This is an optimization exercise on Yosys and OpenROAD, whose aim is small area, a short achievable clock period and few clock cycles, not a production implementation.
Function was checked by simulation only, so behaviour that the tests miss may differ from the original.

Setup of job 4376:
## geofence
module geofence ( clk,reset,X,Y,valid,is_inside);
input clk;
input reset;
input [9:0] X;
input [9:0] Y;
output valid;
output is_inside;
reg [3:0] cnt;
reg [9:0] ox, oy;
reg v_sx, v_sy, a_sx, a_sy, b_sx, b_sy;
reg [9:0] v_mx, v_my, a_mx, a_my, b_mx, b_my;
reg [11:0] v_3x, v_3y;
reg ins_r;
wire le1, eq1, le2, eq2;
xcmp u_x1(.am(a_mx), .vm(v_my), .v3m(v_3y), .an(a_my), .vn(v_mx), .v3n(v_3x), .le(le1), .eq(eq1));
xcmp u_x2(.am(b_mx), .vm(v_my), .v3m(v_3y), .an(b_my), .vn(v_mx), .v3n(v_3x), .le(le2), .eq(eq2));
function [1:0] cross_sign;
    input p_sx, p_sy;
    input [9:0] p_mx, p_my;
    input q_sx, q_sy;
    input [9:0] q_mx, q_my;
    input le, eq;
    reg sp, sq, zp, zq;
    begin
        sp = p_sx ^ q_sy;
        sq = p_sy ^ q_sx;
        zp = (p_mx == 10'd0) || (q_my == 10'd0);
        zq = (p_my == 10'd0) || (q_mx == 10'd0);
        case ({sp, sq})
            2'b00: cross_sign = {le && !eq, eq};
            2'b11: cross_sign = {!le, eq};
            2'b01: cross_sign = {1'b0, zp && zq};
            2'b10: cross_sign = {!(zp && zq), zp && zq};
        endcase
    end
endfunction
wire [1:0] c1 = cross_sign(a_sx, a_sy, a_mx, a_my, v_sx, v_sy, v_mx, v_my, le1, eq1);
wire [1:0] c2 = cross_sign(b_sx, b_sy, b_mx, b_my, v_sx, v_sy, v_mx, v_my, le2, eq2);
wire s1n = c1[1], s1z = c1[0];
wire s2n = c2[1], s2z = c2[0];
wire s1p = !s1n && !s1z;
wire s2p = !s2n && !s2z;
wire same = (a_sx == v_sx && a_mx != 10'd0 && v_mx != 10'd0) ||
            (a_sy == v_sy && a_my != 10'd0 && v_my != 10'd0);
  ...
export LEC_CHECK = 0
export CAP_MARGIN = 20
export CORE_MARGIN = 2
export CORE_UTILIZATION = 40
export SLEW_MARGIN = 20
export SYNTH_HIERARCHICAL = 1
export SYNTH_MINIMUM_KEEP_SIZE = 0
create_clock -name core_clock -period 13.0 [get_ports {clk}]
standard.sh (not shown) runs the stock make flow with config.mk's settings and CLKGATE_MAP_FILE= SYNTH_SCRIPT=/design/flow/synth_recipe.tcl, a recipe that flattens the netlist after the stock synthesis.
==> flow/flow/run.sh <==
#!/bin/bash
# The standard layout, with ORFS's timing repair aiming for a setup slack of
# $MARGIN ns (a shorter period than the constraint's) instead of the default.
set -euo pipefail
MARGIN=$(cat flow/margin.txt)
bash standard.sh SETUP_SLACK_MARGIN=$MARGIN PLACE_DENSITY=0.5 finish > make_finish.log 2>&1
==> flow/flow/margin.txt <==
7.5
The final layout from job 4376, which completed every stage, passed the timing, design-rule and antenna checks at the end of the flow.
Testbench counts of job 4376, summed over its fixed seeds: cycles 21,600.
The following lists how job 6075 was set up differently from job 4376:
Settings: CTS_BUF_LIST now sky130_fd_sc_hd__clkbuf_4, previously not set; CTS_CLUSTER_SIZE now 30, previously not set; CTS_CLUSTER_DIAMETER now 60, previously not set.
==> flow/flow/margin.txt <==
7.0
[summary]
Core utilization: job 6075 lower than job 4376
Job 6075 has number of antenna cells inserted above what job 4376 had.
What job 3473 does differently from job 6075 at the input level:
Settings: removing CTS_CLUSTER_SIZE (formerly 30); changing CTS_BUF_LIST from sky130_fd_sc_hd__clkbuf_4 to sky130_fd_sc_hd__clkbuf_4 sky130_fd_sc_hd__clkbuf_8; changing CORE_UTILIZATION from 40 to 55; setting PLACE_DENSITY to 0.62 for the first time; removing CTS_CLUSTER_DIAMETER (formerly 60).
==> flow/flow/run.sh <==
#!/bin/bash
# The standard layout (standard.sh, ORFS's own steps), with two changes made
# through make variables, one per line in flow/make_args.txt:
#  - ORFS's timing repair aims for a setup slack of SETUP_SLACK_MARGIN ns,
#    i.e. a shorter period than the constraint's, instead of the default 0;
#  - the port buffers that ORFS inserts are a plain buffer cell instead of the
#    delay cell buffer_ports picks by itself.
set -euo pipefail
mapfile -t ARGS < flow/make_args.txt
bash standard.sh "${ARGS[@]}" finish > make_finish.log 2>&1
==> flow/flow/make_args.txt (new file) <==
SETUP_SLACK_MARGIN=7.0
BUFFER_PORTS_ARGS=-buffer_cell sky130_fd_sc_hd__buf_2
removed: flow/flow/margin.txt
## What came out
- The flip-flop and latch area of job 6075 and that of job 3473 are within noise of each other.
- Job 3473 vs. job 6075: detailed route wirelength on metal2 now sits lower, post-place setup slack now sits higher, setup slack now sits higher, fmax now sits higher.
- Compared with job 6075, in job 3473 layout filler cell count decreased by 1136 relative to the old numbers, routed wire length has decreased.
Relative to job 3473, the following input files were edited for job 8193:
Settings: CORE_UTILIZATION changed from 55 to 40; PLACE_DENSITY removed (was 0.62).
==> flow/flow/make_args.txt <==
SETUP_SLACK_MARGIN=7.0
PLACE_DENSITY=0.5
BUFFER_PORTS_ARGS=-buffer_cell sky130_fd_sc_hd__buf_2
==> comparison <==
Per the final summary, job 8193 finished and its layout is clean on timing, DRC and antenna. The worst-path cell with the longest stage delay comes out sky130_fd_sc_hd__dfxtp_1 in one run and sky130_fd_sc_hd__fa_1 in the other, namely in job 3473 and job 8193 respectively. Arrival time at the worst endpoint in job 8193 is 20 ps higher than in job 3473. Summary of job 8193 over job 3473: worst setup slack now sits lower; actual transition at the worst max-transition pin decreased by 390 ps relative to the old numbers; total half-perimeter wirelength after legalization and detailed placement went up about 6%. Routed wire in job 8193 totals more than in job 3473. In job 8193 relative to job 3473, final area had gone up by a few percent. Going from job 3473 to job 8193, die height grows by about 17%. Effective utilization at floorplan in job 8193 is 16 points lower than in job 3473. Diff job 3473 and job 8193: met1 usage in global routing lower in job 8193.
Here is what was changed in the inputs of job 9812 compared with job 8193.
Settings: CTS_BUF_LIST removed (was sky130_fd_sc_hd__clkbuf_4 sky130_fd_sc_hd__clkbuf_8).
==> flow/flow/run.sh <==
#!/bin/bash
# The standard layout, with ORFS's timing repair aiming for a setup slack of
# $MARGIN ns (a shorter period than the constraint's) instead of the default.
set -euo pipefail
MARGIN=$(cat flow/margin.txt)
bash standard.sh SETUP_SLACK_MARGIN=$MARGIN finish > make_finish.log 2>&1
==> flow/flow/margin.txt (new file) <==
7.5
removed: flow/flow/make_args.txt
Findings:
- Against job 8193, the final cell area of job 9812 is higher.
- The run showing the greater via count is job 9812.
- Worst hold slack across job 8193 and job 9812: no real change.
- Wire length of the first global-routing pass on job 9812 is ahead of job 8193.
- Compared with job 8193, job 9812 shows routed wire length lower by 1.3%.
- Relative to job 8193, register-to-register slack has gone up in job 9812.
- Going from job 8193 to job 9812, the post-route clock period utilization was found to have gone down by 0.94 points.
Relative to job 9812, the following input files were edited for job 835:
Settings: changing CORE_UTILIZATION from 40 to 65; setting CTS_BUF_LIST to sky130_fd_sc_hd__clkbuf_4 sky130_fd_sc_hd__clkbuf_8 for the first time.
==> flow/flow/run.sh <==
#!/bin/bash
# The standard layout (standard.sh, ORFS's own steps), with two changes made
# through make variables, one per line in flow/make_args.txt:
#  - ORFS's timing repair aims for a setup slack of SETUP_SLACK_MARGIN ns,
#    i.e. a shorter period than the constraint's, instead of the default 0;
#  - the port buffers that ORFS inserts are a plain buffer cell instead of the
#    delay cell buffer_ports picks by itself.
set -euo pipefail
mapfile -t ARGS < flow/make_args.txt
bash standard.sh "${ARGS[@]}" finish > make_finish.log 2>&1
==> flow/flow/make_args.txt (new file) <==
SETUP_SLACK_MARGIN=7.0
PLACE_DENSITY=0.72
BUFFER_PORTS_ARGS=-buffer_cell sky130_fd_sc_hd__buf_2
removed: flow/flow/margin.txt
==> notes.md <==
- Job 835 ran to completion and came out clean on the timing, design-rule and antenna checks.
- Comparing job 9812 and job 835, fraction of layout cells with a size suffix above 1 is higher on job 9812.
- From job 9812 to job 835, count of clock-buffer cells in the layout did not move at all.
- The higher critical path depth of job 9812 and job 835 is in job 9812.
- Total met2 wirelength after detailed routing of job 835 falls short of that of job 9812 by a little under 10%.
- Max freq job 9812 -> job 835: degraded
- Job 835 vs job 9812: post-place setup slack down
- Of job 835 and job 9812, it is job 835 that has the lower design area.

separate check: timing with driven ports:
In the flow no input, the clock included, has a driving cell. The finished layouts below were timed again as built, in two steps. Step 1: set_driving_cell puts a clkbuf_16 on clk and a buf_2 on each other input, an assumption about the parent block. Step 2, shift: input delay + t, output delay - t, t = (earliest + latest rising clock arrival at the registers) / 2. This alone moves slack from input paths to output paths. Slacks: ideal / step 1 / step 2; pairs: ideal / step 1.
| run | t (ns) | setup WS [ns] | worst hold slack (ns) | clock arrival spread, ns | worst slew at a driven data input, ns |
|---|---|---|---|---|---|
| job 4376 | 0.467 | 7.317 / 7.317 / 7.177 | 0.482 / 0.482 / 0.482 | 0.015 / 0.016 | 0.03 |
| job 6075 | 0.558 | 7.151 / 7.177 / 6.618 | 0.497 / 0.497 / 0.497 | 0.025 / 0.025 | 0.03 |
| job 3473 | 0.480 | 7.209 / 7.209 / 6.796 | 0.496 / 0.496 / 0.496 | 0.013 / 0.012 | 0.03 |
| job 8193 | 0.471 | 7.168 / 7.168 / 6.825 | 0.486 / 0.486 / 0.486 | 0.023 / 0.022 | 0.03 |
| job 9812 | 0.455 | 7.290 / 7.290 / 7.185 | 0.485 / 0.485 / 0.485 | 0.017 / 0.017 | 0.03 |
| job 835 | 0.463 | 7.069 / 7.069 / 6.742 | 0.492 / 0.492 / 0.492 | 0.017 / 0.016 | 0.03 |
After both steps setup and hold are still met in every run listed. The setup slack of job 6075, which loses most, moves by +0.026 ns with the drivers and by -0.533 ns with both steps.
